What follows belongs to an exercise in optimizing a design on an open flow for small area and a short achievable clock period; a production flow would make more cautious choices.
The RTL was checked by simulation tests, not by an equivalence proof against the original design.

**design/flow/run.sh**
```bash
#!/bin/bash
# synth_recipe.tcl (not shown) runs the flow's synth.tcl, then flattens the netlist and writes it again
# the make line also repeats each setting of config.mk as NAME=value (left out here)
make -C /OpenROAD-flow-scripts/flow DESIGN_CONFIG=/design/flow/config.mk WORK_HOME=/design/flow/orfs CLKGATE_MAP_FILE= SYNTH_SCRIPT=/design/flow/synth_recipe.tcl finish
```
**design/flow/config.mk**
```make
export PLATFORM = sky130hd
export DESIGN_NAME = Mesh
export DESIGN_NICKNAME = Mesh
export VERILOG_FILES = /design/flow/design.v
export SDC_FILE = /design/flow/constraint.sdc
export NUM_CORES = 8
export LEC_CHECK = 0
export ABC_AREA = 1
export CAP_MARGIN = 20
export CORE_MARGIN = 2
export CORE_UTILIZATION = 45
export SETUP_SLACK_MARGIN = 4.5
export SLEW_MARGIN = 20
```
**design/flow/constraint.sdc**
```tcl
create_clock -name core_clock -period 8.5 [get_ports {clock}]
set_input_delay 1.7000 -clock core_clock [delete_from_list [all_inputs] [get_ports {clock}]]
set_output_delay 1.7000 -clock core_clock [all_outputs]
set_load 0.01 [all_outputs]
```
**design/flow/design.v**
```verilog
module MacUnit(
  input  [11:0] io_in_a,    
  input  [7:0]  io_in_b,
  input  [19:0] io_in_c,
  output [19:0] io_out_d
);
  wire [9:0] x = {{2{io_in_b[7]}}, io_in_b};
  wire one0 = io_in_a[0];
  wire two0 = io_in_a[1];
  wire neg0 = io_in_a[2];
  wire sel0_0 = (one0 & x[0]) | (two0 & 1'b0);
  wire sel0_1 = (one0 & x[1]) | (two0 & x[0]);
  wire sel0_2 = (one0 & x[2]) | (two0 & x[1]);
  wire sel0_3 = (one0 & x[3]) | (two0 & x[2]);
  wire sel0_4 = (one0 & x[4]) | (two0 & x[3]);
  wire sel0_5 = (one0 & x[5]) | (two0 & x[4]);
  wire sel0_6 = (one0 & x[6]) | (two0 & x[5]);
  wire sel0_7 = (one0 & x[7]) | (two0 & x[6]);
  wire sel0_8 = (one0 & x[8]) | (two0 & x[7]);
  wire sel0_9 = (one0 & x[9]) | (two0 & x[8]);
  wire one1 = io_in_a[3];
  wire two1 = io_in_a[4];
  wire neg1 = io_in_a[5];
  wire sel1_0 = (one1 & x[0]) | (two1 & 1'b0);
  wire sel1_1 = (one1 & x[1]) | (two1 & x[0]);
  wire sel1_2 = (one1 & x[2]) | (two1 & x[1]);
  wire sel1_3 = (one1 & x[3]) | (two1 & x[2]);
  wire sel1_4 = (one1 & x[4]) | (two1 & x[3]);
  wire sel1_5 = (one1 & x[5]) | (two1 & x[4]);
  wire sel1_6 = (one1 & x[6]) | (two1 & x[5]);
  wire sel1_7 = (one1 & x[7]) | (two1 & x[6]);
  wire sel1_8 = (one1 & x[8]) | (two1 & x[7]);
  wire sel1_9 = (one1 & x[9]) | (two1 & x[8]);
  wire one2 = io_in_a[6];
  wire two2 = io_in_a[7];
  wire neg2 = io_in_a[8];
  wire sel2_0 = (one2 & x[0]) | (two2 & 1'b0);
  wire sel2_1 = (one2 & x[1]) | (two2 & x[0]);
  wire sel2_2 = (one2 & x[2]) | (two2 & x[1]);
  wire sel2_3 = (one2 & x[3]) | (two2 & x[2]);
  wire sel2_4 = (one2 & x[4]) | (two2 & x[3]);
  wire sel2_5 = (one2 & x[5]) | (two2 & x[4]);
  wire sel2_6 = (one2 & x[6]) | (two2 & x[5]);
  wire sel2_7 = (one2 & x[7]) | (two2 & x[6]);
  wire sel2_8 = (one2 & x[8]) | (two2 & x[7]);
  wire sel2_9 = (one2 & x[9]) | (two2 & x[8]);
  wire one3 = io_in_a[9];
  wire two3 = io_in_a[10];
  wire neg3 = io_in_a[11];
  wire sel3_0 = (one3 & x[0]) | (two3 & 1'b0);
  wire sel3_1 = (one3 & x[1]) | (two3 & x[0]);
  wire sel3_2 = (one3 & x[2]) | (two3 & x[1]);
  wire sel3_3 = (one3 & x[3]) | (two3 & x[2]);
  wire sel3_4 = (one3 & x[4]) | (two3 & x[3]);
  wire sel3_5 = (one3 & x[5]) | (two3 & x[4]);
  wire sel3_6 = (one3 & x[6]) | (two3 & x[5]);
  wire sel3_7 = (one3 & x[7]) | (two3 & x[6]);
  wire sel3_8 = (one3 & x[8]) | (two3 & x[7]);
  wire sel3_9 = (one3 & x[9]) | (two3 & x[8]);
  wire s0 = (sel0_4 ^ neg0) ^ (sel1_2 ^ neg1);
  wire c0 = (sel0_4 ^ neg0) & (sel1_2 ^ neg1);
  wire s1 = (sel0_5 ^ neg0) ^ (sel1_3 ^ neg1);
  wire c1 = (sel0_5 ^ neg0) & (sel1_3 ^ neg1);
  wire s2 = (sel0_6 ^ neg0) ^ (sel1_4 ^ neg1) ^ (sel2_2 ^ neg2);
  wire c2 = ((sel0_6 ^ neg0) & (sel1_4 ^ neg1)) | ((sel0_6 ^ neg0) & (sel2_2 ^ neg2)) | ((sel1_4 ^ neg1) & (sel2_2 ^ neg2));
  wire s3 = (sel3_0 ^ neg3) ^ neg3;
  wire c3 = (sel3_0 ^ neg3) & neg3;
  wire s4 = (sel0_7 ^ neg0) ^ (sel1_5 ^ neg1) ^ (sel2_3 ^ neg2);
  wire c4 = ((sel0_7 ^ neg0) & (sel1_5 ^ neg1)) | ((sel0_7 ^ neg0) & (sel2_3 ^ neg2)) | ((sel1_5 ^ neg1) & (sel2_3 ^ neg2));
  wire s5 = (sel3_1 ^ neg3) ^ io_in_c[7];
  wire c5 = (sel3_1 ^ neg3) & io_in_c[7];
  wire s6 = (sel0_8 ^ neg0) ^ (sel1_6 ^ neg1) ^ (sel2_4 ^ neg2);
  wire c6 = ((sel0_8 ^ neg0) & (sel1_6 ^ neg1)) | ((sel0_8 ^ neg0) & (sel2_4 ^ neg2)) | ((sel1_6 ^ neg1) & (sel2_4 ^ neg2));
  wire s7 = (sel3_2 ^ neg3) ^ io_in_c[8];
  wire c7 = (sel3_2 ^ neg3) & io_in_c[8];
  wire s8 = ~(sel0_9 ^ neg0) ^ (sel1_7 ^ neg1) ^ (sel2_5 ^ neg2);
  wire c8 = (~(sel0_9 ^ neg0) & (sel1_7 ^ neg1)) | (~(sel0_9 ^ neg0) & (sel2_5 ^ neg2)) | ((sel1_7 ^ neg1) & (sel2_5 ^ neg2));
  wire s9 = (sel3_3 ^ neg3) ^ io_in_c[9] ^ 1'b1;
  wire c9 = ((sel3_3 ^ neg3) & io_in_c[9]) | ((sel3_3 ^ neg3) & 1'b1) | (io_in_c[9] & 1'b1);
  wire s10 = (sel1_8 ^ neg1) ^ (sel2_6 ^ neg2) ^ (sel3_4 ^ neg3);
  wire c10 = ((sel1_8 ^ neg1) & (sel2_6 ^ neg2)) | ((sel1_8 ^ neg1) & (sel3_4 ^ neg3)) | ((sel2_6 ^ neg2) & (sel3_4 ^ neg3));
  wire s11 = io_in_c[10] ^ 1'b1;
  wire c11 = io_in_c[10] & 1'b1;
  wire s12 = ~(sel1_9 ^ neg1) ^ (sel2_7 ^ neg2) ^ (sel3_5 ^ neg3);
  wire c12 = (~(sel1_9 ^ neg1) & (sel2_7 ^ neg2)) | (~(sel1_9 ^ neg1) & (sel3_5 ^ neg3)) | ((sel2_7 ^ neg2) & (sel3_5 ^ neg3));
  wire s13 = (sel2_8 ^ neg2) ^ (sel3_6 ^ neg3);
  wire c13 = (sel2_8 ^ neg2) & (sel3_6 ^ neg3);
  wire s14 = (sel0_2 ^ neg0) ^ (sel1_0 ^ neg1);
  wire c14 = (sel0_2 ^ neg0) & (sel1_0 ^ neg1);
  wire s15 = (sel0_3 ^ neg0) ^ (sel1_1 ^ neg1);
  wire c15 = (sel0_3 ^ neg0) & (sel1_1 ^ neg1);
  wire s16 = s0 ^ (sel2_0 ^ neg2) ^ neg2;
  wire c16 = (s0 & (sel2_0 ^ neg2)) | (s0 & neg2) | ((sel2_0 ^ neg2) & neg2);
  wire s17 = c0 ^ s1 ^ (sel2_1 ^ neg2);
  wire c17 = (c0 & s1) | (c0 & (sel2_1 ^ neg2)) | (s1 & (sel2_1 ^ neg2));
  wire s18 = c1 ^ s2 ^ s3;
  wire c18 = (c1 & s2) | (c1 & s3) | (s2 & s3);
  wire s19 = c2 ^ c3 ^ s4;
  wire c19 = (c2 & c3) | (c2 & s4) | (c3 & s4);
  wire s20 = c4 ^ c5 ^ s6;
  wire c20 = (c4 & c5) | (c4 & s6) | (c5 & s6);
  wire s21 = c6 ^ c7 ^ s8;
  wire c21 = (c6 & c7) | (c6 & s8) | (c7 & s8);
  wire s22 = c8 ^ c9 ^ s10;
  wire c22 = (c8 & c9) | (c8 & s10) | (c9 & s10);
  wire s23 = c10 ^ c11 ^ s12;
  wire c23 = (c10 & c11) | (c10 & s12) | (c11 & s12);
  wire s24 = c12 ^ s13 ^ io_in_c[12];
  wire c24 = (c12 & s13) | (c12 & io_in_c[12]) | (s13 & io_in_c[12]);
  wire s25 = c13 ^ ~(sel2_9 ^ neg2) ^ (sel3_7 ^ neg3);
  wire c25 = (c13 & ~(sel2_9 ^ neg2)) | (c13 & (sel3_7 ^ neg3)) | (~(sel2_9 ^ neg2) & (sel3_7 ^ neg3));
  wire s26 = (sel3_8 ^ neg3) ^ io_in_c[14];
  wire c26 = (sel3_8 ^ neg3) & io_in_c[14];
  wire s27 = (sel0_0 ^ neg0) ^ neg0;
  wire c27 = (sel0_0 ^ neg0) & neg0;
  wire s28 = (sel0_1 ^ neg0) ^ io_in_c[1];
  wire c28 = (sel0_1 ^ neg0) & io_in_c[1];
  wire s29 = s14 ^ neg1 ^ io_in_c[2];
  wire c29 = (s14 & neg1) | (s14 & io_in_c[2]) | (neg1 & io_in_c[2]);
  wire s30 = c14 ^ s15 ^ io_in_c[3];
  wire c30 = (c14 & s15) | (c14 & io_in_c[3]) | (s15 & io_in_c[3]);
  wire s31 = c15 ^ s16 ^ io_in_c[4];
  wire c31 = (c15 & s16) | (c15 & io_in_c[4]) | (s16 & io_in_c[4]);
  wire s32 = c16 ^ s17 ^ io_in_c[5];
  wire c32 = (c16 & s17) | (c16 & io_in_c[5]) | (s17 & io_in_c[5]);
  wire s33 = c17 ^ s18 ^ io_in_c[6];
  wire c33 = (c17 & s18) | (c17 & io_in_c[6]) | (s18 & io_in_c[6]);
  wire s34 = s5 ^ c18 ^ s19;
  wire c34 = (s5 & c18) | (s5 & s19) | (c18 & s19);
  wire s35 = s7 ^ c19 ^ s20;
  wire c35 = (s7 & c19) | (s7 & s20) | (c19 & s20);
  wire s36 = s9 ^ c20 ^ s21;
  wire c36 = (s9 & c20) | (s9 & s21) | (c20 & s21);
  wire s37 = s11 ^ c21 ^ s22;
  wire c37 = (s11 & c21) | (s11 & s22) | (c21 & s22);
  wire s38 = c22 ^ s23 ^ io_in_c[11];
  wire c38 = (c22 & s23) | (c22 & io_in_c[11]) | (s23 & io_in_c[11]);
  wire s39 = c23 ^ s24 ^ 1'b1;
  wire c39 = (c23 & s24) | (c23 & 1'b1) | (s24 & 1'b1);
  wire s40 = c24 ^ s25 ^ io_in_c[13];
  wire c40 = (c24 & s25) | (c24 & io_in_c[13]) | (s25 & io_in_c[13]);
  wire s41 = c25 ^ s26 ^ 1'b1;
  wire c41 = (c25 & s26) | (c25 & 1'b1) | (s26 & 1'b1);
  wire s42 = c26 ^ ~(sel3_9 ^ neg3) ^ io_in_c[15];
  wire c42 = (c26 & ~(sel3_9 ^ neg3)) | (c26 & io_in_c[15]) | (~(sel3_9 ^ neg3) & io_in_c[15]);
  wire s43 = io_in_c[16] ^ 1'b1;
  wire c43 = io_in_c[16] & 1'b1;
  wire s44 = io_in_c[17] ^ 1'b1;
  wire c44 = io_in_c[17] & 1'b1;
  wire s45 = io_in_c[18] ^ 1'b1;
  wire c45 = io_in_c[18] & 1'b1;
  wire s46 = io_in_c[19] ^ 1'b1;
  wire c46 = io_in_c[19] & 1'b1;
  wire [19:0] sum_x = {c45, c44, c43, c42, c41, c40, c39, c38, c37, c36, c35, c34, c33, c32, c31, c30, c29, c28, c27, io_in_c[0]};
  wire [19:0] sum_y = {s46, s45, s44, s43, s42, s41, s40, s39, s38, s37, s36, s35, s34, s33, s32, s31, s30, s29, s28, s27};
  assign io_out_d = sum_x + sum_y;
endmodule
module BoothEncode(
  input  [7:0]  a,
  output [11:0] digits
);
  wire [8:0] y = {a, 1'b0};
  assign digits[0] = y[1] ^ y[0];
  assign digits[1] = (y[2] & ~y[1] & ~y[0]) | (~y[2] & y[1] & y[0]);
  assign digits[2] = y[2];
  assign digits[3] = y[3] ^ y[2];
  assign digits[4] = (y[4] & ~y[3] & ~y[2]) | (~y[4] & y[3] & y[2]);
  assign digits[5] = y[4];
  assign digits[6] = y[5] ^ y[4];
  assign digits[7] = (y[6] & ~y[5] & ~y[4]) | (~y[6] & y[5] & y[4]);
  assign digits[8] = y[6];
  assign digits[9] = y[7] ^ y[6];
  assign digits[10] = (y[8] & ~y[7] & ~y[6]) | (~y[8] & y[7] & y[6]);
  assign digits[11] = y[8];
endmodule
module PE_256(
  input         clock,
  input  [11:0] io_in_a,    
  input  [19:0] io_in_b,
  input  [19:0] io_in_d,
  input         io_in_control_dataflow,
  input         io_in_control_propagate,
  input  [4:0]  io_in_control_shift,
  input         io_in_valid,
  input         io_next_dataflow,
  input         io_next_propagate,
  input  [7:0]  io_next_b,
  output [19:0] io_out_b,
  output [19:0] io_out_c
);
  reg  [19:0] sel;
  reg  [19:0] oth;
  reg  [7:0]  mb;
  reg         last_s;
  wire        df   = io_in_control_dataflow;
  wire        prop = io_in_control_propagate;
  wire [19:0] mac;
  MacUnit mac_unit (
    .io_in_a (io_in_a),
    .io_in_b (mb),
    .io_in_c (df ? io_in_b : oth),
    .io_out_d(mac)
  );
  wire [4:0]  s = (~df & (last_s ^ prop)) ? io_in_control_shift : 5'd0;
  wire signed [20:0] z = $signed({sel, 1'b0}) >>> s;    
  wire [18:0] below;                                   
  genvar j;
  generate
    for (j = 0; j < 19; j = j + 1) begin : m
      assign below[j] = sel[j] & (s >= j + 2);
    end
  endgenerate
  wire        rnd = z[0] & ((|below) | z[1]);
  assign io_out_c = z[20:1] + {19'd0, rnd};
  assign io_out_b = df ? mac : io_in_b;
  wire        swap     = io_next_propagate ^ prop;
  wire        acc      = io_in_valid & ~df;
  wire [19:0] sel_new  = io_in_valid ? io_in_d : sel;
  wire [19:0] sel_nm   = swap ? oth : sel_new;    
  wire [19:0] oth_nm   = swap ? sel_new : oth;    
  wire [19:0] oth_next = (~swap & acc) ? mac : oth_nm;
  always @(posedge clock) begin
    sel    <= (swap & acc) ? mac : sel_nm;
    oth    <= oth_next;
    mb     <= io_next_dataflow ? oth_next[7:0] : io_next_b;
    if (io_in_valid) last_s <= prop;
  end
endmodule
module Tile(
  input         clock,
  input  [11:0] io_in_a,    
  input  [19:0] io_in_b,
  input  [7:0]  io_in_b_reg,
  input  [19:0] io_in_d,
  input         io_in_dataflow,
  input         io_in_propagate,
  input  [4:0]  io_in_shift,
  input         io_in_valid,
  output [11:0] io_out_a,
  output [19:0] io_out_b,
  output [7:0]  io_out_b_reg,
  output [19:0] io_out_c,
  output        io_out_dataflow,
  output        io_out_propagate,
  output [4:0]  io_out_shift,
  output        io_out_valid
);
  reg [11:0] in_a;
  reg [19:0] in_b;
  reg [19:0] in_d;
  reg        in_dataflow;
  reg        in_propagate;
  reg [4:0]  in_shift;
  reg        in_valid;
  always @(posedge clock) begin
    in_a         <= io_in_a;
    in_b         <= io_in_b;
    in_d         <= io_in_d;
    in_dataflow  <= io_in_dataflow;
    in_propagate <= io_in_propagate;
    in_shift     <= io_in_shift;
    in_valid     <= io_in_valid;
  end
  PE_256 pe (
    .clock                  (clock),
    .io_in_a                (in_a),
    .io_in_b                (in_b),
    .io_in_d                (in_d),
    .io_in_control_dataflow (in_dataflow),
    .io_in_control_propagate(in_propagate),
    .io_in_control_shift    (in_shift),
    .io_in_valid            (in_valid),
    .io_next_dataflow       (io_in_dataflow),
    .io_next_propagate      (io_in_propagate),
    .io_next_b              (io_in_b_reg),
    .io_out_b               (io_out_b),
    .io_out_c               (io_out_c)
  );
  assign io_out_a         = in_a;
  assign io_out_b_reg     = in_b[7:0];
  assign io_out_dataflow  = in_dataflow;
  assign io_out_propagate = in_propagate;
  assign io_out_shift     = in_shift;
  assign io_out_valid     = in_valid;
endmodule
module Mesh(
  input         clock,
  input  [7:0]  io_in_a_0_0,
  input  [7:0]  io_in_a_1_0,
  input  [7:0]  io_in_a_2_0,
  input  [7:0]  io_in_a_3_0,
  input  [7:0]  io_in_a_4_0,
  input  [7:0]  io_in_a_5_0,
  input  [7:0]  io_in_a_6_0,
  input  [7:0]  io_in_a_7_0,
  input  [19:0] io_in_b_0_0,
  input  [19:0] io_in_b_1_0,
  input  [19:0] io_in_b_2_0,
  input  [19:0] io_in_b_3_0,
  input  [19:0] io_in_b_4_0,
  input  [19:0] io_in_b_5_0,
  input  [19:0] io_in_b_6_0,
  input  [19:0] io_in_b_7_0,
  input  [19:0] io_in_d_0_0,
  input  [19:0] io_in_d_1_0,
  input  [19:0] io_in_d_2_0,
  input  [19:0] io_in_d_3_0,
  input  [19:0] io_in_d_4_0,
  input  [19:0] io_in_d_5_0,
  input  [19:0] io_in_d_6_0,
  input  [19:0] io_in_d_7_0,
  input         io_in_control_0_0_dataflow,
  input         io_in_control_0_0_propagate,
  input  [4:0]  io_in_control_0_0_shift,
  input         io_in_control_1_0_dataflow,
  input         io_in_control_1_0_propagate,
  input  [4:0]  io_in_control_1_0_shift,
  input         io_in_control_2_0_dataflow,
  input         io_in_control_2_0_propagate,
  input  [4:0]  io_in_control_2_0_shift,
  input         io_in_control_3_0_dataflow,
  input         io_in_control_3_0_propagate,
  input  [4:0]  io_in_control_3_0_shift,
  input         io_in_control_4_0_dataflow,
  input         io_in_control_4_0_propagate,
  input  [4:0]  io_in_control_4_0_shift,
  input         io_in_control_5_0_dataflow,
  input         io_in_control_5_0_propagate,
  input  [4:0]  io_in_control_5_0_shift,
  input         io_in_control_6_0_dataflow,
  input         io_in_control_6_0_propagate,
  input  [4:0]  io_in_control_6_0_shift,
  input         io_in_control_7_0_dataflow,
  input         io_in_control_7_0_propagate,
  input  [4:0]  io_in_control_7_0_shift,
  input  [2:0]  io_in_id_0_0,
  input  [2:0]  io_in_id_1_0,
  input  [2:0]  io_in_id_2_0,
  input  [2:0]  io_in_id_3_0,
  input  [2:0]  io_in_id_4_0,
  input  [2:0]  io_in_id_5_0,
  input  [2:0]  io_in_id_6_0,
  input  [2:0]  io_in_id_7_0,
  input         io_in_last_0_0,
  input         io_in_last_1_0,
  input         io_in_last_2_0,
  input         io_in_last_3_0,
  input         io_in_last_4_0,
  input         io_in_last_5_0,
  input         io_in_last_6_0,
  input         io_in_last_7_0,
  input         io_in_valid_0_0,
  input         io_in_valid_1_0,
  input         io_in_valid_2_0,
  input         io_in_valid_3_0,
  input         io_in_valid_4_0,
  input         io_in_valid_5_0,
  input         io_in_valid_6_0,
  input         io_in_valid_7_0,
  output [19:0] io_out_b_0_0,
  output [19:0] io_out_b_1_0,
  output [19:0] io_out_b_2_0,
  output [19:0] io_out_b_3_0,
  output [19:0] io_out_b_4_0,
  output [19:0] io_out_b_5_0,
  output [19:0] io_out_b_6_0,
  output [19:0] io_out_b_7_0,
  output [19:0] io_out_c_0_0,
  output [19:0] io_out_c_1_0,
  output [19:0] io_out_c_2_0,
  output [19:0] io_out_c_3_0,
  output [19:0] io_out_c_4_0,
  output [19:0] io_out_c_5_0,
  output [19:0] io_out_c_6_0,
  output [19:0] io_out_c_7_0,
  output        io_out_valid_0_0,
  output        io_out_control_0_0_dataflow,
  output [2:0]  io_out_id_0_0,
  output        io_out_last_0_0
);
  localparam N = 8;
  wire [12*N*(N+1)-1:0] a_h;     
  wire [20*N*(N+1)-1:0] b_v;
  wire [8*N*(N+1)-1:0]  bp_v;    
  wire [20*N*(N+1)-1:0] d_v;
  wire [N*(N+1)-1:0]    df_v;
  wire [N*(N+1)-1:0]    pr_v;
  wire [5*N*(N+1)-1:0]  sh_v;
  wire [N*(N+1)-1:0]    v_v;
  BoothEncode enc_0 (.a(io_in_a_0_0), .digits(a_h[12*(0*(N+1))+:12]));
  BoothEncode enc_1 (.a(io_in_a_1_0), .digits(a_h[12*(1*(N+1))+:12]));
  BoothEncode enc_2 (.a(io_in_a_2_0), .digits(a_h[12*(2*(N+1))+:12]));
  BoothEncode enc_3 (.a(io_in_a_3_0), .digits(a_h[12*(3*(N+1))+:12]));
  BoothEncode enc_4 (.a(io_in_a_4_0), .digits(a_h[12*(4*(N+1))+:12]));
  BoothEncode enc_5 (.a(io_in_a_5_0), .digits(a_h[12*(5*(N+1))+:12]));
  BoothEncode enc_6 (.a(io_in_a_6_0), .digits(a_h[12*(6*(N+1))+:12]));
  BoothEncode enc_7 (.a(io_in_a_7_0), .digits(a_h[12*(7*(N+1))+:12]));
  assign b_v[20*0+:20] = io_in_b_0_0;
  assign bp_v[8*0+:8] = io_in_b_0_0[7:0];
  assign d_v[20*0+:20] = io_in_d_0_0;
  assign df_v[0] = io_in_control_0_0_dataflow;
  assign pr_v[0] = io_in_control_0_0_propagate;
  assign sh_v[5*0+:5] = io_in_control_0_0_shift;
  assign v_v[0] = io_in_valid_0_0;
  assign b_v[20*1+:20] = io_in_b_1_0;
  assign bp_v[8*1+:8] = io_in_b_1_0[7:0];
  assign d_v[20*1+:20] = io_in_d_1_0;
  assign df_v[1] = io_in_control_1_0_dataflow;
  assign pr_v[1] = io_in_control_1_0_propagate;
  assign sh_v[5*1+:5] = io_in_control_1_0_shift;
  assign v_v[1] = io_in_valid_1_0;
  assign b_v[20*2+:20] = io_in_b_2_0;
  assign bp_v[8*2+:8] = io_in_b_2_0[7:0];
  assign d_v[20*2+:20] = io_in_d_2_0;
  assign df_v[2] = io_in_control_2_0_dataflow;
  assign pr_v[2] = io_in_control_2_0_propagate;
  assign sh_v[5*2+:5] = io_in_control_2_0_shift;
  assign v_v[2] = io_in_valid_2_0;
  assign b_v[20*3+:20] = io_in_b_3_0;
  assign bp_v[8*3+:8] = io_in_b_3_0[7:0];
  assign d_v[20*3+:20] = io_in_d_3_0;
  assign df_v[3] = io_in_control_3_0_dataflow;
  assign pr_v[3] = io_in_control_3_0_propagate;
  assign sh_v[5*3+:5] = io_in_control_3_0_shift;
  assign v_v[3] = io_in_valid_3_0;
  assign b_v[20*4+:20] = io_in_b_4_0;
  assign bp_v[8*4+:8] = io_in_b_4_0[7:0];
  assign d_v[20*4+:20] = io_in_d_4_0;
  assign df_v[4] = io_in_control_4_0_dataflow;
  assign pr_v[4] = io_in_control_4_0_propagate;
  assign sh_v[5*4+:5] = io_in_control_4_0_shift;
  assign v_v[4] = io_in_valid_4_0;
  assign b_v[20*5+:20] = io_in_b_5_0;
  assign bp_v[8*5+:8] = io_in_b_5_0[7:0];
  assign d_v[20*5+:20] = io_in_d_5_0;
  assign df_v[5] = io_in_control_5_0_dataflow;
  assign pr_v[5] = io_in_control_5_0_propagate;
  assign sh_v[5*5+:5] = io_in_control_5_0_shift;
  assign v_v[5] = io_in_valid_5_0;
  assign b_v[20*6+:20] = io_in_b_6_0;
  assign bp_v[8*6+:8] = io_in_b_6_0[7:0];
  assign d_v[20*6+:20] = io_in_d_6_0;
  assign df_v[6] = io_in_control_6_0_dataflow;
  assign pr_v[6] = io_in_control_6_0_propagate;
  assign sh_v[5*6+:5] = io_in_control_6_0_shift;
  assign v_v[6] = io_in_valid_6_0;
  assign b_v[20*7+:20] = io_in_b_7_0;
  assign bp_v[8*7+:8] = io_in_b_7_0[7:0];
  assign d_v[20*7+:20] = io_in_d_7_0;
  assign df_v[7] = io_in_control_7_0_dataflow;
  assign pr_v[7] = io_in_control_7_0_propagate;
  assign sh_v[5*7+:5] = io_in_control_7_0_shift;
  assign v_v[7] = io_in_valid_7_0;
  genvar r, c;
  generate
    for (r = 0; r < N; r = r + 1) begin : row
      for (c = 0; c < N; c = c + 1) begin : col
        Tile t (
          .clock         (clock),
          .io_in_a       (a_h[12*(r*(N+1)+c)+:12]),
          .io_in_b       (b_v[20*(r*N+c)+:20]),
          .io_in_b_reg   (bp_v[8*(r*N+c)+:8]),
          .io_in_d       (d_v[20*(r*N+c)+:20]),
          .io_in_dataflow(df_v[r*N+c]),
          .io_in_propagate(pr_v[r*N+c]),
          .io_in_shift   (sh_v[5*(r*N+c)+:5]),
          .io_in_valid   (v_v[r*N+c]),
          .io_out_a      (a_h[12*(r*(N+1)+c+1)+:12]),
          .io_out_b      (b_v[20*((r+1)*N+c)+:20]),
          .io_out_b_reg  (bp_v[8*((r+1)*N+c)+:8]),
          .io_out_c      (d_v[20*((r+1)*N+c)+:20]),
          .io_out_dataflow(df_v[(r+1)*N+c]),
          .io_out_propagate(pr_v[(r+1)*N+c]),
          .io_out_shift  (sh_v[5*((r+1)*N+c)+:5]),
          .io_out_valid  (v_v[(r+1)*N+c])
        );
      end
    end
  endgenerate
  reg [3*(N+1)-1:0] id_pipe;
  reg [N:0]         last_pipe;
  always @(posedge clock) begin
    id_pipe   <= {id_pipe[3*N-1:0], io_in_id_0_0};
    last_pipe <= {last_pipe[N-1:0], io_in_last_0_0};
  end
  reg [20*N-1:0] out_b;
  reg [20*N-1:0] out_c;
  reg            out_valid;
  reg            out_dataflow;
  always @(posedge clock) begin
    out_b        <= b_v[20*N*N+:20*N];
    out_c        <= d_v[20*N*N+:20*N];
    out_valid    <= v_v[N*N];
    out_dataflow <= df_v[N*N];
  end
  assign io_out_b_0_0 = out_b[20*0+:20];
  assign io_out_c_0_0 = out_c[20*0+:20];
  assign io_out_b_1_0 = out_b[20*1+:20];
  assign io_out_c_1_0 = out_c[20*1+:20];
  assign io_out_b_2_0 = out_b[20*2+:20];
  assign io_out_c_2_0 = out_c[20*2+:20];
  assign io_out_b_3_0 = out_b[20*3+:20];
  assign io_out_c_3_0 = out_c[20*3+:20];
  assign io_out_b_4_0 = out_b[20*4+:20];
  assign io_out_c_4_0 = out_c[20*4+:20];
  assign io_out_b_5_0 = out_b[20*5+:20];
  assign io_out_c_5_0 = out_c[20*5+:20];
  assign io_out_b_6_0 = out_b[20*6+:20];
  assign io_out_c_6_0 = out_c[20*6+:20];
  assign io_out_b_7_0 = out_b[20*7+:20];
  assign io_out_c_7_0 = out_c[20*7+:20];
  assign io_out_valid_0_0 = out_valid;
  assign io_out_control_0_0_dataflow = out_dataflow;
  assign io_out_id_0_0 = id_pipe[3*N+:3];
  assign io_out_last_0_0 = last_pipe[N];
endmodule
```
==> results of run 1 <==
[path summary, 6_finish.rpt]
path	start	cells past startpoint	end	slack, ps
worst max-delay path	row[6].col[5].t.in_a[3]	22	row[6].col[5].t.pe.oth[15]	4010
worst min register to register	id_pipe[13]	0	id_pipe[16]	320
worst max register to register	row[6].col[5].t.in_a[3]	22	row[6].col[5].t.pe.oth[15]	4010
worst min-delay path	id_pipe[13]	0	id_pipe[16]	320
[cell usage after synthesis (187+ instances only)]
| cell | instances | area share |
|---|---|---|
| buf_1 | 282 | 0.0020 |
| xnor2_1 | 830 | 0.014 |
| clkinv_1 | 310 | 0.0022 |
| xor2_1 | 3286 | 0.055 |
| buf_2 | 430 | 0.0041 |
| inv_2 | 256 | 0.0018 |
| nor3_1 | 377 | 0.0036 |
| o221ai_1 | 1382 | 0.023 |
| o211ai_1 | 508 | 0.0073 |
| o21ai_0 | 3251 | 0.031 |
| nor2_2 | 361 | 0.0043 |
| a21oi_1 | 2477 | 0.024 |
| dfxtp_1 | 6502 | 0.25 |
| nor2_1 | 4070 | 0.029 |
| nand3_1 | 8985 | 0.086 |
| edfxtp_1 | 832 | 0.048 |
| or2_2 | 267 | 0.0032 |
| nand2_1 | 19190 | 0.14 |
| o22ai_1 | 2484 | 0.030 |
| a31oi_1 | 319 | 0.0038 |
| fa_1 | 1472 | 0.057 |
| mux2i_1 | 391 | 0.0075 |
| inv_1 | 9095 | 0.065 |
| buf_4 | 187 | 0.0027 |
| clkbuf_1 | 1558 | 0.011 |
| nand4_1 | 708 | 0.0085 |
| ha_1 | 2240 | 0.054 |
[cell families after synthesis]
group           Yosys count  share of synthesized area
flops                  7334                      0.297
buf+inv               12254                     0.0921
fa+ha+maj              3827                      0.112
simple gates          34726                      0.286
xor+xnor               4116                     0.0691
compound gates        11283                      0.132
mux                     563                     0.0112
[metal layers]
metal / share of wire / global-route usage / vias up
li1: - / - / 252355
met3: 0.084 / 0.0393 / 3379
met2: 0.43 / 0.454 / 23226
met1: 0.45 / 0.450 / 248893
met4: 0.030 / 0.0740 / 46
met5: 0.00015 / 0 / -
[metrics by stage]
stage / hold slack (ps) / std cells / cell area [µm²]
global route: 324 / 93424 / 662000
detailed placement: 312 / 87991 / 542000
floorplan: 310 / 74103 / 525000
finish: 317 / 93443 / 662000
CTS: 316 / 91691 / 612000
global placement: 310 / 87991 / 542000
[state kept, by name, indices dropped and copies added (netlist names), 160 cells and up]
register            cells
row.col.t.in_shift    320
row.col.t.in_d       1280
out_c                 160
row.col.t.pe.sel     1280
row.col.t.in_a        768
row.col.t.in_b       1280
row.col.t.pe.mb       512
row.col.t.pe.oth     1280
out_b                 160
[critical path, stage by stage, from the launching register on]
cell     delay, ps
dfxtp_4        370
inv_6           50
a21oi_4        160
xor2_2         200
buf_4          150
inv_2           40
fa_1           550
fa_1           450
fa_1           540
inv_2           50
ha_4           270
a21oi_2        190
o21ai_2         90
inv_1          110
nand2_2        110
nand2_2        100
nand2_2         70
nand2_2         90
nand2_4         60
buf_6          120
buf_6          110
xnor2_4        220
o22ai_1        100
[final cells by class]
class / count / area [µm²]
diodes: 23 / 57.6
well taps: 15284 / 19100
repair buffers: 4986 / 44400
inverters: 9700 / 39800
fillers: 105501 / 494000
clock inverters: 418 / 4380
multi-input cells: 54549 / 372000
flip-flops and latches: 7334 / 158000
clock buffers: 1147 / 24500
repair inverters: 2 / 10.0
[repair_timing]
action,CTS,global route
resized for setup,7015,7919
setup buffers,2113,1706
endpoints found under the setup margin,3222,3149
gates cloned,22,22
pin swaps,2012,3221
==> impl_metrics.json, run 1 <==
{
  "dr_total_vias": 527899,
  "fin_nets": 81599,
  "io_pins": 807,
  "syn_area_mm2": 0.522,
  "synthCells": 74103,
  "drt_iter0_markers": 57958,
  "cts_htree_levels": 6,
  "clk_pin_slew_worst_paths_ps": 60,
  "die_h_mm": 1.08,
  "clock_skew_ps": 63.1,
  "dieArea_mm2": 1.17,
  "drt_pass1_iterations": 7,
  "die_width_mm": 1.08,
  "path_max_fanout": 5,
  "gp_congestion": 0.950,
  "clkLatencyLatePin_ps": 1210,
  "fin_crit_sh": 0.528,
  "final_core_util": 0.573,
  "tightest_slew_ps": 999,
  "std_cell_rows": 395,
  "worstPathArrival_ps": 5400,
  "synth_seq_cells": 7334,
  "synth-main-ff-cell": "dfxtp_1",
  "layout_commonest_cell": "nand2_1",
  "routed_via_density": 5.65,
  "tns_ps": 0,
  "start_util": 0.451,
  "drcViolationCount": 0,
  "grt-ovfl-total": 0,
  "worst_slack_ps": 4010,
  "timing.final.setup_violations": 0,
  "worstPathRequired_ps": 9410,
  "hpwl_mm": 1410,
  "ant_nets": 0,
  "maxSlewHeadroom": 0.333,
  "clock.fmax_mhz": 223,
  "io_buffers": 778,
  "grt_setup_unrepaired": "yes",
  "cp-start-kind": "flip-flop",
  "synth_cell_types": 77,
  "finalMaxSlewViolations": 0,
  "synthesis.nets": 78296,
  "post-place-ws_ps": 3530,
  "grt_max_degree": 58,
  "ctsHoldBuffers": 0,
  "worstSetupPathType": "reg -> reg",
  "cts_sinks": 7334,
  "grt_antenna_before_repair": 81,
  "grt_pass1_vias": 478822,
  "ys_async_sr_fraction": 0,
  "seq_area_frac_synth": 0.297,
  "clk_path_buf_depth": 5,
  "syn_avg_cell_area_um2": 7.04,
  "cts_tree": "built",
  "drive_above_1_share": 0.213,
  "synth-edff-count": 832,
  "hold_viol": 0,
  "final_cell_mix": "18022 x nand2_1, 8536 x nand3_1, 7584 x inv_1",
  "cts-buffers-inserted": 833,
  "grtUsageTotal": 0.300,
  "endpoint_kind": "flip-flop",
  "coreArea_mm2": 1.16,
  "cap_violations": 0,
  "wl_mm": 1930,
  "hp-class": "reg -> reg",
  "syn_to_final_growth_pct": 27.0,
  "avgRoutedWirePerCell_um": 20.6,
  "root_buffer": "clkbuf_16",
  "grt_pass1_wl_mm": 2820,
  "yosysWarnings": 3,
  "status": "complete, no violations",
  "timing.final.crit_period_ps": 4490
}
==> run 2: changes to the inputs <==
==> design/flow/flow/run.sh (new file) <==
#!/bin/bash
# Layout flow: the standard flow (standard.sh, all steps) with these make settings:
#  - SYNTH_ARGS=-noabc: no generic ABC pass before Yosys extracts full adders, so the
#    carry-save trees keep their structure (registers and their names are unchanged)
#  - port buffers are buf_4 cells (BUFFER_PORTS_ARGS)
#  - sizing may change a cell's footprint (MATCH_CELL_FOOTPRINT=0)
#  - up to 10 antenna repair rounds after detailed routing (MAX_REPAIR_ANTENNAS_ITER_DRT)
# standard.sh's full output goes to standard.log here; ORFS's own logs are under orfs/logs.
set -euo pipefail
bash standard.sh \
  SYNTH_ARGS=-noabc \
  MATCH_CELL_FOOTPRINT=0 \
  "BUFFER_PORTS_ARGS=-buffer_cell sky130_fd_sc_hd__buf_4" \
  MAX_REPAIR_ANTENNAS_ITER_DRT=10 \
  finish > standard.log 2>&1
==> design/flow/standard.sh (new file) <==
#!/bin/bash
# synth_recipe.tcl (not shown) runs the flow's synth.tcl, then flattens the netlist and writes it again
# the make line also repeats each setting of config.mk as NAME=value (left out here)
make -C /OpenROAD-flow-scripts/flow DESIGN_CONFIG=/design/flow/config.mk WORK_HOME=/design/flow/orfs CLKGATE_MAP_FILE= SYNTH_SCRIPT=/design/flow/synth_recipe.tcl "${@:-finish}"
removed: design/flow/run.sh
==> impl_metrics.json, run 2 <==
{
  "ant_nets": 0,
  "io_buffers": 778,
  "seq_area_frac_synth": 0.301,
  "grt_pass1_vias": 465580,
  "clk_path_buf_depth": 5,
  "tns_ps": 0,
  "drcViolationCount": 0,
  "grt_max_degree": 73,
  "synth_mux_area_frac": 0.00704,
  "instances_no_fill": 89564,
  "whs_ps": 315,
  "final_core_util": 0.571,
  "worstPathArrival_ps": 5410,
  "synthXorXnorAreaFrac": 0.0639,
  "coreArea_mm2": 1.14,
  "worst_slack_ps": 4000,
  "maxSlewHeadroom": 0.216,
  "gp_congestion": 0.947,
  "dr_total_vias": 511640,
  "wl_mm": 1880,
  "die_h_mm": 1.07,
  "synth_top_area_frac": 0.253,
  "cp-start-kind": "flip-flop",
  "synth-edff-count": 832,
  "ctsHoldBuffers": 0,
  "routed_via_density": 5.71,
  "start_util": 0.451,
  "min_from": "id_pipe[18]",
  "yosysTopAreaCell": "dfxtp_1",
  "worstSetupPathType": "reg -> reg",
  "synth_top_family_by_area": "simple AND/OR/NAND/NOR gates",
  "clock_skew_ps": 57.5,
  "hp-class": "reg -> reg",
  "timing.final.crit_period_ps": 4500,
  "final_cell_mix": "16742 x nand2_1, 8200 x nand3_1, 6402 x inv_1",
  "finalMaxSlewViolations": 0,
  "synth_fa_ha_area_frac": 0.134,
  "grt-ovfl-total": 0,
  "ys_async_sr_fraction": 0,
  "drt_pass1_iterations": 10,
  "worstPathRequired_ps": 9410,
  "synth_cell_types": 85,
  "syn_area_mm2": 0.515,
  "cts-buffers-inserted": 837,
  "clock.fmax_mhz": 222,
  "cts_htree_levels": 6,
  "synth_area_leaders": "dfxtp_1 25%, nand2_1 13%, nand3_1 8.5%",
  "tightest_slew_ps": 1170,
  "root_buffer": "clkbuf_16",
  "post-place-ws_ps": 3250,
  "timing.final.setup_violations": 0,
  "path_max_fanout": 3,
  "grtUsageTotal": 0.296,
  "synth-main-ff-cell": "dfxtp_1",
  "post-place-cells": 84495,
  "endpoint_kind": "flip-flop",
  "synth_most_common_cell": "nand2_1",
  "cts_tree": "built",
  "clkLatencyLatePin_ps": 1200,
  "synth_common_cells": "17839 x nand2_1, 8726 x nand3_1, 7617 x inv_1",
  "die_width_mm": 1.07,
  "yosys.area_share.simple": 0.277,
  "placed_area_mm2": 0.533,
  "synthCells": 70762,
  "crit_start": "row[5].col[2].t.in_a[0]",
  "hpwl_mm": 1370,
  "synthesis.nets": 75659,
  "hold_viol": 0,
  "io_pins": 807,
  "syn_avg_cell_area_um2": 7.28,
  "status": "complete, no violations",
  "std_cell_rows": 393,
  "avgRoutedWirePerCell_um": 20.9,
  "drt_iter0_markers": 56728,
  "reg2reg_from": "row[5].col[2].t.in_a[0]",
  "clk_pin_slew_worst_paths_ps": 70,
  "grt_setup_unrepaired": "yes",
  "grt_pass1_wl_mm": 2750,
  "cap_violations": 0,
  "syn_to_final_growth_pct": 26.7,
  "drive_above_1_share": 0.229,
  "grt_antenna_before_repair": 108,
  "cts_sinks": 7334,
  "dieArea_mm2": 1.15,
  "synth_compound_gate_area_share": 0.134,
  "fin_nets": 78488,
  "postLayoutCellArea_mm2": 0.653,
  "fin_crit_sh": 0.529,
  "layout_commonest_cell": "nand2_1",
  "yosysWarnings": 3,
  "synth_seq_cells": 7334
}
==> run 2: cell count changes in the layout (fill, tap and decap cells not counted), sizes merged, moves of 185 or more <==
cell           delta
nand3           -209
nand4           +185
o221ai          +225
ha              +320
buf             +306
xor2            -219
nor2            -579
clkdlybuf4s50   -777
nand2          -1283
inv            -1429
fa              +384
==> run 2: final cells by class <==
cell class	instances	area, µm²
clock inverters	456	4800
multi-input cells	52710	373000
flip-flops and latches	7334	158000
clock buffers	1108	24000
repair inverters	4	20.0
fillers	103983	491000
repair buffers	4531	39600
diodes	41	103
inverters	8173	33400
well taps	15207	19000
==> run 2: final timing paths <==
kind,end,slack [ps],cells after the start
worst max-delay path,row[5].col[2].t.pe.oth[15],4000,20
worst min-delay path,id_pipe[21],320,0
worst min register to register,id_pipe[21],320,0
worst max register to register,row[5].col[2].t.pe.oth[15],4000,20
==> run 2: logic make-up after synthesis <==
group / count (synthesis)
buf+inv: 10768
simple gates: 32756
fa+ha+maj: 4416
flops: 7334
xor+xnor: 3756
mux: 351
compound gates: 11381
==> run 2: critical path: stages (launching register included) <==
cell	delay (ps)
dfxtp_4	390
clkinvlp_4	110
buf_4	160
o22ai_4	190
xor2_2	190
fa_1	460
fa_1	520
fa_1	590
ha_4	230
buf_6	150
a21oi_4	130
o211ai_1	140
nand2_1	120
nand2_2	100
nand2_2	80
nand2_2	60
nand2_2	70
nand2_2	60
buf_6	140
xnor2_4	200
o22ai_1	100
==> run 2: routing by layer <==
metal	track usage	up-vias	wire length, µm
met1	0.449	242449	851000
met4	0.0710	40	57200
met3	0.0364	3509	158000
li1	-	242799	-
met5	0	-	274
met2	0.445	22843	809000
==> run 2: repair_timing <==
action,in CTS,in global routing
pin swaps,2640,3368
resized for setup,7580,7737
cloned,39,48
setup buffers,1716,1661
endpoints found under the setup margin,3625,3368
==> run 3: changes to the inputs <==
==> design/flow/flow/run.sh (replaced) <==
#!/bin/bash
# Layout flow: the standard flow (standard.sh, all steps) with these make settings:
#  - SYNTH_ARGS=-noabc: no generic ABC pass before the final technology mapping
#  - ADDER_MAP_FILE empty: Yosys does not extract full/half adders into the library's
#    adder cells (which are slow); ABC maps the adder trees from plain gates
#    (registers and their names are unchanged)
#  - port buffers are buf_4 cells (BUFFER_PORTS_ARGS)
#  - sizing may change a cell's footprint (MATCH_CELL_FOOTPRINT=0)
#  - up to 10 antenna repair rounds after detailed routing (MAX_REPAIR_ANTENNAS_ITER_DRT)
# standard.sh's full output goes to standard.log here; ORFS's own logs are under orfs/logs.
set -euo pipefail
bash standard.sh \
  SYNTH_ARGS=-noabc \
  ADDER_MAP_FILE= \
  MATCH_CELL_FOOTPRINT=0 \
  "BUFFER_PORTS_ARGS=-buffer_cell sky130_fd_sc_hd__buf_4" \
  MAX_REPAIR_ANTENNAS_ITER_DRT=10 \
  finish > standard.log 2>&1
==> impl_metrics.json, run 3 <==
{
  "reg2reg_slack_ps": 4680,
  "postLayoutCellArea_mm2": 0.616,
  "worstHoldEndpoint": "last_pipe[4]",
  "dieArea_mm2": 1.27,
  "syn_area_mm2": 0.568,
  "grtUsageTotal": 0.296,
  "yosysWarnings": 3,
  "cp-start-kind": "flip-flop",
  "grt_setup_unrepaired": "yes",
  "ff2ff_path_depth": 10,
  "globalRoute.busiestLayer": "met1",
  "crit_slowest_cell": "nor2_1",
  "use_met3": 0.0308,
  "synthCells": 98722,
  "reg2reg_from": "row[1].col[4].t.in_dataflow",
  "hold_viol": 0,
  "clock.fmax_mhz": 262,
  "status": "complete, no violations",
  "grt_antenna_before_repair": 106,
  "hpwl_mm": 1590,
  "ys_async_sr_fraction": 0,
  "die_h_mm": 1.13,
  "grt_pass1_wl_mm": 3070,
  "holdPathStages": 0,
  "synth-main-ff-cell": "dfxtp_1",
  "rr_endpoint": "row[1].col[4].t.pe.mb[1]",
  "finalMaxSlewViolations": 0,
  "start_util": 0.451,
  "clock_skew_ps": 100,
  "cap_violations": 0,
  "final_cell_mix": "40683 x nand2_1, 11153 x nand3_1, 9258 x inv_1",
  "whs_ps": 315,
  "cts-buffers-inserted": 844,
  "drt_pass1_iterations": 8,
  "path_max_fanout": 48,
  "grt_max_degree": 54,
  "avgRoutedWirePerCell_um": 17.3,
  "drive_above_1_share": 0.0598,
  "post-place-cells": 113155,
  "synth_top_area_frac": 0.270,
  "timing.final.crit_period_ps": 3820,
  "fin_nets": 97942,
  "min_from": "last_pipe[3]",
  "layout_commonest_cell": "nand2_1",
  "synth_most_common_cell": "nand2_1",
  "coreArea_mm2": 1.26,
  "nFillCells": 134491,
  "seq_area_frac_synth": 0.273,
  "clk_pin_slew_worst_paths_ps": 70,
  "syn_to_final_growth_pct": 8.63,
  "cts_tree": "built",
  "wl_mm": 1990,
  "ant_nets": 0,
  "synth_seq_cells": 7334,
  "die_width_mm": 1.13,
  "final_core_util": 0.490,
  "path_cells": "buf_12, inv_1, buf_4, nand2_1, buf_4, nor2_1, clkinv_1, o221ai_1, nand2_1, nand2_1",
  "cts_sinks": 7334,
  "worstPathRequired_ps": 9710,
  "worstPathArrival_ps": 5030,
  "placed_area_mm2": 0.582,
  "tightest_slew_ps": 1170,
  "fin_crit_sh": 0.450,
  "endpoint_kind": "flip-flop",
  "dr_total_vias": 615296,
  "synth_common_cells": "40760 x nand2_1, 11155 x nand3_1, 9305 x inv_1",
  "hp-class": "reg -> reg",
  "use_met1": 0.453,
  "cp_common_cell": "nand2_1",
  "io_pins": 807,
  "syn_avg_cell_area_um2": 5.75,
  "drcViolationCount": 0,
  "io_buffers": 778,
  "worst_slack_ps": 4680,
  "maxSlewHeadroom": 0.217,
  "synth_area_leaders": "nand2_1 27%, dfxtp_1 23%, nand3_1 9.8%",
  "timing.final.setup_violations": 0,
  "synthesis.nets": 99203,
  "grt_pass1_vias": 544303,
  "grt_use_met2": 0.446,
  "routed_via_density": 5.35,
  "worstSetupPathType": "reg -> reg",
  "cts_htree_levels": 6,
  "synth-edff-count": 832,
  "grt-ovfl-total": 0,
  "post-place-ws_ps": 3830,
  "clkLatencyLatePin_ps": 1260,
  "cp_slowest_stage_delay_ps": 920,
  "drt_iter0_markers": 58011,
  "std_cell_rows": 412,
  "tns_ps": 0,
  "synth_cell_types": 104,
  "instances_no_fill": 114994,
  "gp_congestion": 0.940,
  "root_buffer": "clkbuf_16",
  "clk_path_buf_depth": 5,
  "yosysTopAreaCell": "nand2_1"
}
run 3: cell types whose count changed after synthesis, moves of 1856 or more:
cell     change
o21ai_0   +2079
nand3_1   +2429
ha_1      -2560
nand2_1  +22921
nor2_1    +2917
fa_1      -1856
o22ai_1   -2021
run 3: worst max path at each step:
stage | startpoint | slack, ps | endpoint | cells past startpoint
after floorplan | io_in_control_3_0_propagate | 5250 | row[0].col[3].t.pe.sel[1] | 6
after global placement | row[5].col[0].t.in_dataflow | 3800 | row[6].col[0].t.in_d[12] | 19
after detailed placement | row[3].col[7].t.in_dataflow | 3830 | row[4].col[7].t.in_d[19] | 16
after CTS | row[1].col[5].t.in_dataflow | 4460 | row[2].col[5].t.in_d[16] | 22
after global routing | row[7].col[5].t.in_dataflow | 4470 | out_c[112] | 16
final | row[1].col[4].t.in_dataflow | 4680 | row[1].col[4].t.pe.mb[1] | 10
run 3: cells by family (layout without fill, tap and decap cells):
| kind of cell | after synthesis | in the layout | synth area share |
|---|---|---|---|
| simple gates | 61914 | 61937 | 0.453 |
| buf+inv | 13501 | 12953 | 0.0942 |
| compound gates | 13001 | 13001 | 0.132 |
| flops | 7334 | 7334 | 0.273 |
| xor+xnor | 2236 | 2236 | 0.0346 |
| mux | 735 | 735 | 0.0131 |
| fa+ha+maj | 1 | 1 | 0.0000176 |
| other cells | 0 | 30 | 0 |
run 3: timing repair:
item | 4_1_cts | 5_1_grt
setup buffers | 5 | 189
gates resized for setup | 179 | 840
endpoints found under the setup margin | 779 | 2562
pin swaps | 4 | 57
cloned | 4 | 28
hold buffers | 0 | 0
run 3: critical path, delay by kind of cell (launching register included):
family / cells / cell delay, ps
AOI/OAI and AO/OA: 1 / 680
and+or+nand+nor: 4 / 1190
buffers and inverters: 5 / 1530
DFF: 1 / 330
run 3: layer usage:
metal / up-vias / share of wire
met1: 277601 / 0.50
met4: 14 / 0.019
met5: - / 0.000047
met3: 2164 / 0.072
met2: 19009 / 0.41
li1: 316508 / -
run 3: area by class of cell:
type	instances	area [µm²]	share of cell area
Multi-Input combinational cell	77910	361000	0.586
Inverter	9967	38000	0.0616
Antenna cell	30	75.1	0.000122
Clock buffer	1137	24400	0.0396
Tap cell	16767	21000	0.0340
Clock inverter	445	5040	0.00817
Timing Repair inverter	4	22.5	0.0000365
Timing Repair Buffer	1400	11300	0.0183
Sequential cell	7334	155000	0.252
==> run 4: changes to the inputs <==
--- a/design/flow/design.v
+++ b/design/flow/design.v
@@ -180,10 +180,10 @@
   input  [19:0] io_in_d,
   input         io_in_control_dataflow,
   input         io_in_control_propagate,
-  input  [4:0]  io_in_control_shift,
   input         io_in_valid,
   input         io_next_dataflow,
   input         io_next_propagate,
+  input  [4:0]  io_next_shift,
   input  [7:0]  io_next_b,
   output [19:0] io_out_b,
   output [19:0] io_out_c
@@ -191,6 +191,7 @@
   reg  [19:0] sel;
   reg  [19:0] oth;
   reg  [7:0]  mb;
+  reg  [4:0]  s;
   reg         last_s;
   wire        df   = io_in_control_dataflow;
   wire        prop = io_in_control_propagate;
@@ -201,7 +202,6 @@
     .io_in_c (df ? io_in_b : oth),
     .io_out_d(mac)
   );
-  wire [4:0]  s = (~df & (last_s ^ prop)) ? io_in_control_shift : 5'd0;
   wire signed [20:0] z = $signed({sel, 1'b0}) >>> s;    
   wire [18:0] below;                                   
   genvar j;
@@ -214,6 +214,7 @@
   assign io_out_c = z[20:1] + {19'd0, rnd};
   assign io_out_b = df ? mac : io_in_b;
   wire        swap     = io_next_propagate ^ prop;
+  wire        last_s_next = io_in_valid ? prop : last_s;
   wire        acc      = io_in_valid & ~df;
   wire [19:0] sel_new  = io_in_valid ? io_in_d : sel;
   wire [19:0] sel_nm   = swap ? oth : sel_new;    
@@ -223,7 +224,8 @@
     sel    <= (swap & acc) ? mac : sel_nm;
     oth    <= oth_next;
     mb     <= io_next_dataflow ? oth_next[7:0] : io_next_b;
-    if (io_in_valid) last_s <= prop;
+    s            <= (~io_next_dataflow & (last_s_next ^ io_next_propagate)) ? io_next_shift : 5'd0;
+    last_s       <= last_s_next;
   end
 endmodule
 module Tile(
@@ -268,10 +270,10 @@
     .io_in_d                (in_d),
     .io_in_control_dataflow (in_dataflow),
     .io_in_control_propagate(in_propagate),
-    .io_in_control_shift    (in_shift),
     .io_in_valid            (in_valid),
     .io_next_dataflow       (io_in_dataflow),
     .io_next_propagate      (io_in_propagate),
+    .io_next_shift          (io_in_shift),
     .io_next_b              (io_in_b_reg),
     .io_out_b               (io_out_b),
     .io_out_c               (io_out_c)
--- a/design/flow/config.mk
+++ b/design/flow/config.mk
@@ -9,5 +9,5 @@
 export CAP_MARGIN = 20
 export CORE_MARGIN = 2
 export CORE_UTILIZATION = 45
-export SETUP_SLACK_MARGIN = 4.5
+export SETUP_SLACK_MARGIN = 5.0
 export SLEW_MARGIN = 20
==> impl_metrics.json, run 4 <==
{
  "io_buffers": 778,
  "maxSlewHeadroom": 0.228,
  "drt_pass1_iterations": 9,
  "synth_most_common_cell": "nand2_1",
  "drt_iter0_markers": 57890,
  "clk_pin_slew_worst_paths_ps": 60,
  "nFillCells": 131913,
  "cts_htree_levels": 6,
  "ys_async_sr_fraction": 0,
  "syn_area_mm2": 0.568,
  "hpwl_mm": 1560,
  "reg2reg_slack_ps": 5040,
  "synthCells": 97765,
  "io_pins": 807,
  "worstPathRequired_ps": 9620,
  "ff2ff_path_depth": 10,
  "cp-start-kind": "flip-flop",
  "syn_avg_cell_area_um2": 5.81,
  "coreArea_mm2": 1.26,
  "worstPathArrival_ps": 4590,
  "seq_area_frac_synth": 0.282,
  "std_cell_rows": 412,
  "worstSetupPathType": "reg -> reg",
  "layout_commonest_cell": "nand2_1",
  "status": "complete, no violations",
  "cts_tree": "built",
  "reg2reg_from": "row[2].col[3].t.in_valid",
  "gp_congestion": 0.937,
  "yosysWarnings": 3,
  "path_max_fanout": 24,
  "grt_max_degree": 58,
  "avgRoutedWirePerCell_um": 17.4,
  "root_buffer": "clkbuf_16",
  "routed_via_density": 5.35,
  "holdPathStages": 0,
  "synth_cell_types": 98,
  "synth-main-ff-cell": "dfxtp_1",
  "synth_common_cells": "40984 x nand2_1, 11158 x nand3_1, 9420 x inv_1",
  "grt_antenna_before_repair": 97,
  "post-place-cells": 112035,
  "wl_mm": 1990,
  "min_from": "id_pipe[21]",
  "rr_endpoint": "row[2].col[3].t.pe.mb[0]",
  "die_h_mm": 1.13,
  "clock.fmax_mhz": 289,
  "seq_area_mm2": 0.163,
  "endpoint_kind": "flip-flop",
  "clock_skew_ps": 80.8,
  "placed_area_mm2": 0.582,
  "tightest_slew_ps": 1150,
  "syn_to_final_growth_pct": 11.7,
  "synthesis.nets": 98246,
  "yosysTopAreaCell": "nand2_1",
  "fin_nets": 97699,
  "die_width_mm": 1.13,
  "synth-edff-count": 768,
  "grt_pass1_vias": 539265,
  "start_util": 0.451,
  "fin_crit_sh": 0.407,
  "cts-buffers-inserted": 881,
  "grt-ovfl-total": 0,
  "hold_viol": 0,
  "multi_input_area_mm2": 0.361,
  "dr_total_vias": 614176,
  "synth_area_leaders": "nand2_1 27%, dfxtp_1 24%, nand3_1 9.8%",
  "final_core_util": 0.504,
  "timing.final.setup_violations": 0,
  "clk_path_buf_depth": 5,
  "drive_above_1_share": 0.0899,
  "cts_sinks": 7614,
  "ant_nets": 0,
  "synth_top_area_frac": 0.271,
  "hp-class": "reg -> reg",
  "grt_pass1_wl_mm": 3040,
  "drcViolationCount": 0,
  "worstHoldEndpoint": "id_pipe[24]",
  "grt_setup_unrepaired": "yes",
  "postLayoutCellArea_mm2": 0.635,
  "cap_violations": 0,
  "dieArea_mm2": 1.27,
  "finalMaxSlewViolations": 0,
  "instances_no_fill": 114787,
  "ctsHoldBuffers": 0,
  "synth_seq_cells": 7614,
  "timing.final.crit_period_ps": 3460,
  "final_cell_mix": "40597 x nand2_1, 10993 x nand3_1, 9221 x inv_1",
  "tns_ps": 0,
  "grtUsageTotal": 0.292,
  "clkLatencyLatePin_ps": 1210
}
run 4: cell count changes in the layout (fill, tap and decap cells not counted), moves of 168 or more:
cell        delta
dfxtp_1      -761
inv_2        -224
buf_4        +555
nand2_2      +314
clkinvlp_4   +262
dfxtp_4      +443
mux2i_1      +185
o22ai_1      -168
dfxtp_2      +662
o21ai_1      -637
o21ai_0      +843
nor2_1      -1330
a21oi_1      -727
run 4: per-stage QoR:
stage	setup slack, ps	hold slack, ps
4_1_cts	4940	324
6_report	5040	321
3_5_place_dp	3390	312
3_3_place_gp	3470	310
2_1_floorplan	5190	310
5_1_grt	4850	330
run 4: critical path: stages, from the launching register on:
cell,delay [ps]
dfxtp_1,310
buf_4,280
inv_1,410
nor2_1,260
inv_1,440
nor2_1,220
buf_4,230
clkinv_1,320
o221ai_1,660
nand2_1,120
nand2_1,80
run 4: cell families (layout without fill, tap and decap cells):
family,after synthesis,in the layout,synth area share
XOR/XNOR,2339,2339,0.0361
AO/OA/AOI/OAI,12753,12753,0.130
flip-flops,7614,7614,0.282
adder cells (fa/ha/maj),3,3,0.0000529
AND/OR/NAND/NOR,60570,60570,0.441
buffers and inverters,13595,13814,0.0953
other,0,36,0
multiplexers,891,891,0.0158
run 4: final cells by class:
type,count,share of cell area
multi-input cells,76556,0.568
flip-flops and latches,7614,0.257
inverters,9912,0.0609
clock buffers,1176,0.0404
well taps,16767,0.0331
repair buffers,2181,0.0314
clock inverters,473,0.00842
repair inverters,72,0.000666
diodes,36,0.000142
run 4: routing by layer:
| layer | GRT usage | share of wire | vias to the layer above |
|---|---|---|---|
| met5 | 0 | 0.000065 | - |
| met1 | 0.448 | 0.49 | 277721 |
| met4 | 0.0572 | 0.020 | 16 |
| met3 | 0.0343 | 0.075 | 2297 |
| li1 | - | - | 314506 |
| met2 | 0.439 | 0.41 | 19636 |
run 4: how the worst max path moves through the flow:
stage	cells after the start	to	from
finish	10	row[2].col[3].t.pe.mb[0]	row[2].col[3].t.in_valid
global route	10	row[2].col[3].t.pe.mb[0]	row[2].col[3].t.in_valid
CTS	14	row[5].col[5].t.in_d[14]	row[4].col[5].t.pe.s[0]
detailed placement	7	row[0].col[2].t.pe.sel[3]	io_in_control_2_0_propagate
global placement	7	row[0].col[2].t.pe.sel[2]	io_in_control_2_0_propagate
floorplan	6	row[0].col[4].t.pe.sel[3]	io_in_control_4_0_propagate
run 4: timing repair:
| item | 4_1_cts | 5_1_grt |
|---|---|---|
| buffers inserted | 91 | 804 |
| cloned | 38 | 133 |
| endpoints found under the setup margin | 3432 | 3411 |
| resized for setup | 1055 | 3685 |
| pin swaps | 11 | 218 |
==> run 5: changes to the inputs <==
--- a/design/flow/config.mk
+++ b/design/flow/config.mk
@@ -8,6 +8,6 @@
 export ABC_AREA = 1
 export CAP_MARGIN = 20
 export CORE_MARGIN = 2
-export CORE_UTILIZATION = 45
+export CORE_UTILIZATION = 55
 export SETUP_SLACK_MARGIN = 5.0
 export SLEW_MARGIN = 20
==> impl_metrics.json, run 5 <==
{
  "syn_to_final_growth_pct": 10.6,
  "drt_pass1_iterations": 9,
  "clock_skew_ps": 78.5,
  "worstPathRequired_ps": 9580,
  "synth_mux_area_frac": 0.0158,
  "timing.final.crit_period_ps": 3510,
  "synth_cell_types": 98,
  "io_pins": 807,
  "grt_pass1_vias": 536160,
  "reg2reg_slack_ps": 4990,
  "syn_area_mm2": 0.568,
  "gp_congestion": 0.967,
  "crit_slowest_cell": "nor2_1",
  "path_max_fanout": 25,
  "die_h_mm": 1.02,
  "worstSetupPathType": "reg -> reg",
  "synthXorXnorAreaFrac": 0.0361,
  "synth_seq_cells": 7614,
  "io_buffers": 778,
  "yosysTopAreaCell": "nand2_1",
  "synth_compound_gate_area_share": 0.130,
  "status": "complete, no violations",
  "crit_family": "buffers and inverters",
  "clock.fmax_mhz": 285,
  "drive_above_1_share": 0.0865,
  "dieArea_mm2": 1.04,
  "root_buffer": "clkbuf_16",
  "endpoint_kind": "flip-flop",
  "hpwl_mm": 1490,
  "dr_total_vias": 621709,
  "worst_slack_ps": 4990,
  "synth_fa_ha_area_frac": 0.0000529,
  "hold_viol": 0,
  "grt_antenna_before_repair": 102,
  "coreArea_mm2": 1.03,
  "ys_async_sr_fraction": 0,
  "tightest_slew_ps": 1090,
  "clkLatencyLatePin_ps": 1210,
  "hp-class": "reg -> reg",
  "grtUsageTotal": 0.343,
  "synth_top_area_frac": 0.271,
  "drt_iter0_markers": 65874,
  "cts_sinks": 7614,
  "synth_most_common_cell": "nand2_1",
  "clk_pin_slew_worst_paths_ps": 70,
  "yosys.area_share.simple": 0.441,
  "final_cell_mix": "40681 x nand2_1, 11031 x nand3_1, 9219 x inv_1",
  "cp_common_cell": "nor2_1",
  "syn_avg_cell_area_um2": 5.81,
  "drcViolationCount": 0,
  "ant_nets": 0,
  "path_cells": "clkinvlp_4, nor2_1, inv_1, nor2_1, clkinv_1, o221ai_1",
  "synth_common_cells": "40984 x nand2_1, 11158 x nand3_1, 9420 x inv_1",
  "cap_violations": 0,
  "clk_path_buf_depth": 5,
  "post-place-ws_ps": 3580,
  "avgRoutedWirePerCell_um": 17.2,
  "final_core_util": 0.610,
  "worstPathArrival_ps": 4590,
  "cts_htree_levels": 6,
  "cts-buffers-inserted": 850,
  "seq_area_frac_synth": 0.282,
  "layout_commonest_cell": "nand2_1",
  "synthCells": 97765,
  "fin_nets": 97598,
  "grt_pass1_wl_mm": 2930,
  "whs_ps": 307,
  "fin_crit_sh": 0.413,
  "maxSlewHeadroom": 0.269,
  "finalMaxSlewViolations": 0,
  "std_cell_rows": 373,
  "die_width_mm": 1.02,
  "grt-ovfl-total": 0,
  "synth_top_family_by_area": "simple AND/OR/NAND/NOR gates",
  "timing.final.setup_violations": 0,
  "wl_mm": 1920,
  "routed_via_density": 5.57,
  "worstPathBufferInverterCount": 3,
  "synth_area_leaders": "nand2_1 27%, dfxtp_1 24%, nand3_1 9.8%",
  "grt_setup_unrepaired": "yes",
  "cp_slowest_stage_delay_ps": 870,
  "cts_tree": "built",
  "grt_max_degree": 58,
  "yosysWarnings": 3,
  "synth-edff-count": 768,
  "synthesis.nets": 98246,
  "tns_ps": 0,
  "start_util": 0.551,
  "synth-main-ff-cell": "dfxtp_1",
  "cp-start-kind": "flip-flop"
}
run 5: repair_timing:
| action | in CTS | in global routing |
|---|---|---|
| hold buffers | 0 | 0 |
| setup endpoints to repair | 3329 | 3542 |
| buffers inserted | 64 | 754 |
| resized for setup | 940 | 3528 |
| pin swaps | 12 | 193 |
| gates cloned | 42 | 172 |
run 5: kinds of logic (layout without fill, tap and decap cells):
family,count (synthesis),after routing
compound gates,12753,12753
xor+xnor,2339,2339
fa+ha+maj,3,3
buf+inv,13595,13681
flops,7614,7614
mux,891,891
other cells,0,27
simple gates,60570,60570
run 5: worst register-to-register path, stage by stage (launching register included):
cell and delay (ps):
dfxtp_2 630, clkinvlp_4 430, nor2_1 170, inv_1 390, nor2_1 870, clkinv_1 510, o221ai_1 380
run 5: worst paths after layout:
path	start	end	depth (start not counted)
worst max-delay path	row[1].col[0].t.in_valid	row[1].col[0].t.pe.sel[5]	6
worst min-delay path	id_pipe[4]	id_pipe[7]	0
worst max register to register	row[1].col[0].t.in_valid	row[1].col[0].t.pe.sel[5]	6
worst min register to register	id_pipe[4]	id_pipe[7]	0
run 5: final cells by class:
type	instances	area, µm²
clock inverters	471	5500
clock buffers	1115	24200
flip-flops and latches	7614	163000
well taps	13687	17100
multi-input cells	76556	360000
repair buffers	2092	19600
diodes	27	67.6
repair inverters	91	523
inverters	9912	38600
fillers	102420	402000
run 5: layer usage:
layer,part of all wire,up-vias,track usage,wire length (µm)
li1,-,314374,-,-
met3,0.095,2946,0.0477,183000
met1,0.47,279627,0.518,895000
met5,0.000083,-,0,160
met2,0.41,24736,0.511,792000
met4,0.026,26,0.0834,49400
run 5: metrics by stage:
| step | instances | area [µm²] |
|---|---|---|
| final | 111565 | 628000 |
| after global routing | 111550 | 628000 |
| after floorplan | 97765 | 568000 |
| after detailed placement | 108920 | 577000 |
| after CTS | 110612 | 611000 |
| after global placement | 108920 | 577000 |

what the ideal ports hide:
No port has a modelled driver above. Below, the same layouts with a new extraction and two added sets of constraints. Step 1 sets driving cells, clkbuf_16 on the clock port and buf_2 on the other inputs (assumed; they add their load-dependent delay and slew). Step 2 times the ports against the registers' clock, not the clock port: input delays grow and output delays shrink by t, the midpoint of the rising clock arrivals with the driver on. a / b / c = ideal / step 1 / step 2; a / b = the first two.
| run | t (ns) | setup WS [ns] | worst setup path after step 2 | slew at the worst register clock pin (ns) | worst slew at a driven data input, ns |
|---|---|---|---|---|---|
| run 1 | 1.359 | 4.013 / 4.013 / 3.348 | input to register | 0.08 / 0.08 | 0.13 |
| run 2 | 1.350 | 4.000 / 4.000 / 3.774 | input to register | 0.07 / 0.07 | 0.23 |
| run 3 | 1.399 | 4.678 / 4.678 / 3.867 | input to register | 0.08 / 0.08 | 0.14 |
| run 4 | 1.361 | 5.036 / 4.924 / 4.098 | input to register | 0.08 / 0.08 | 0.25 |
| run 5 | 1.344 | 4.988 / 4.934 / 4.099 | input to register | 0.07 / 0.07 | 0.16 |
After both steps every run listed still meets setup and hold. For run 4, which loses most, drivers alone change the setup slack by -0.112 ns; drivers and shift together by -0.938 ns.
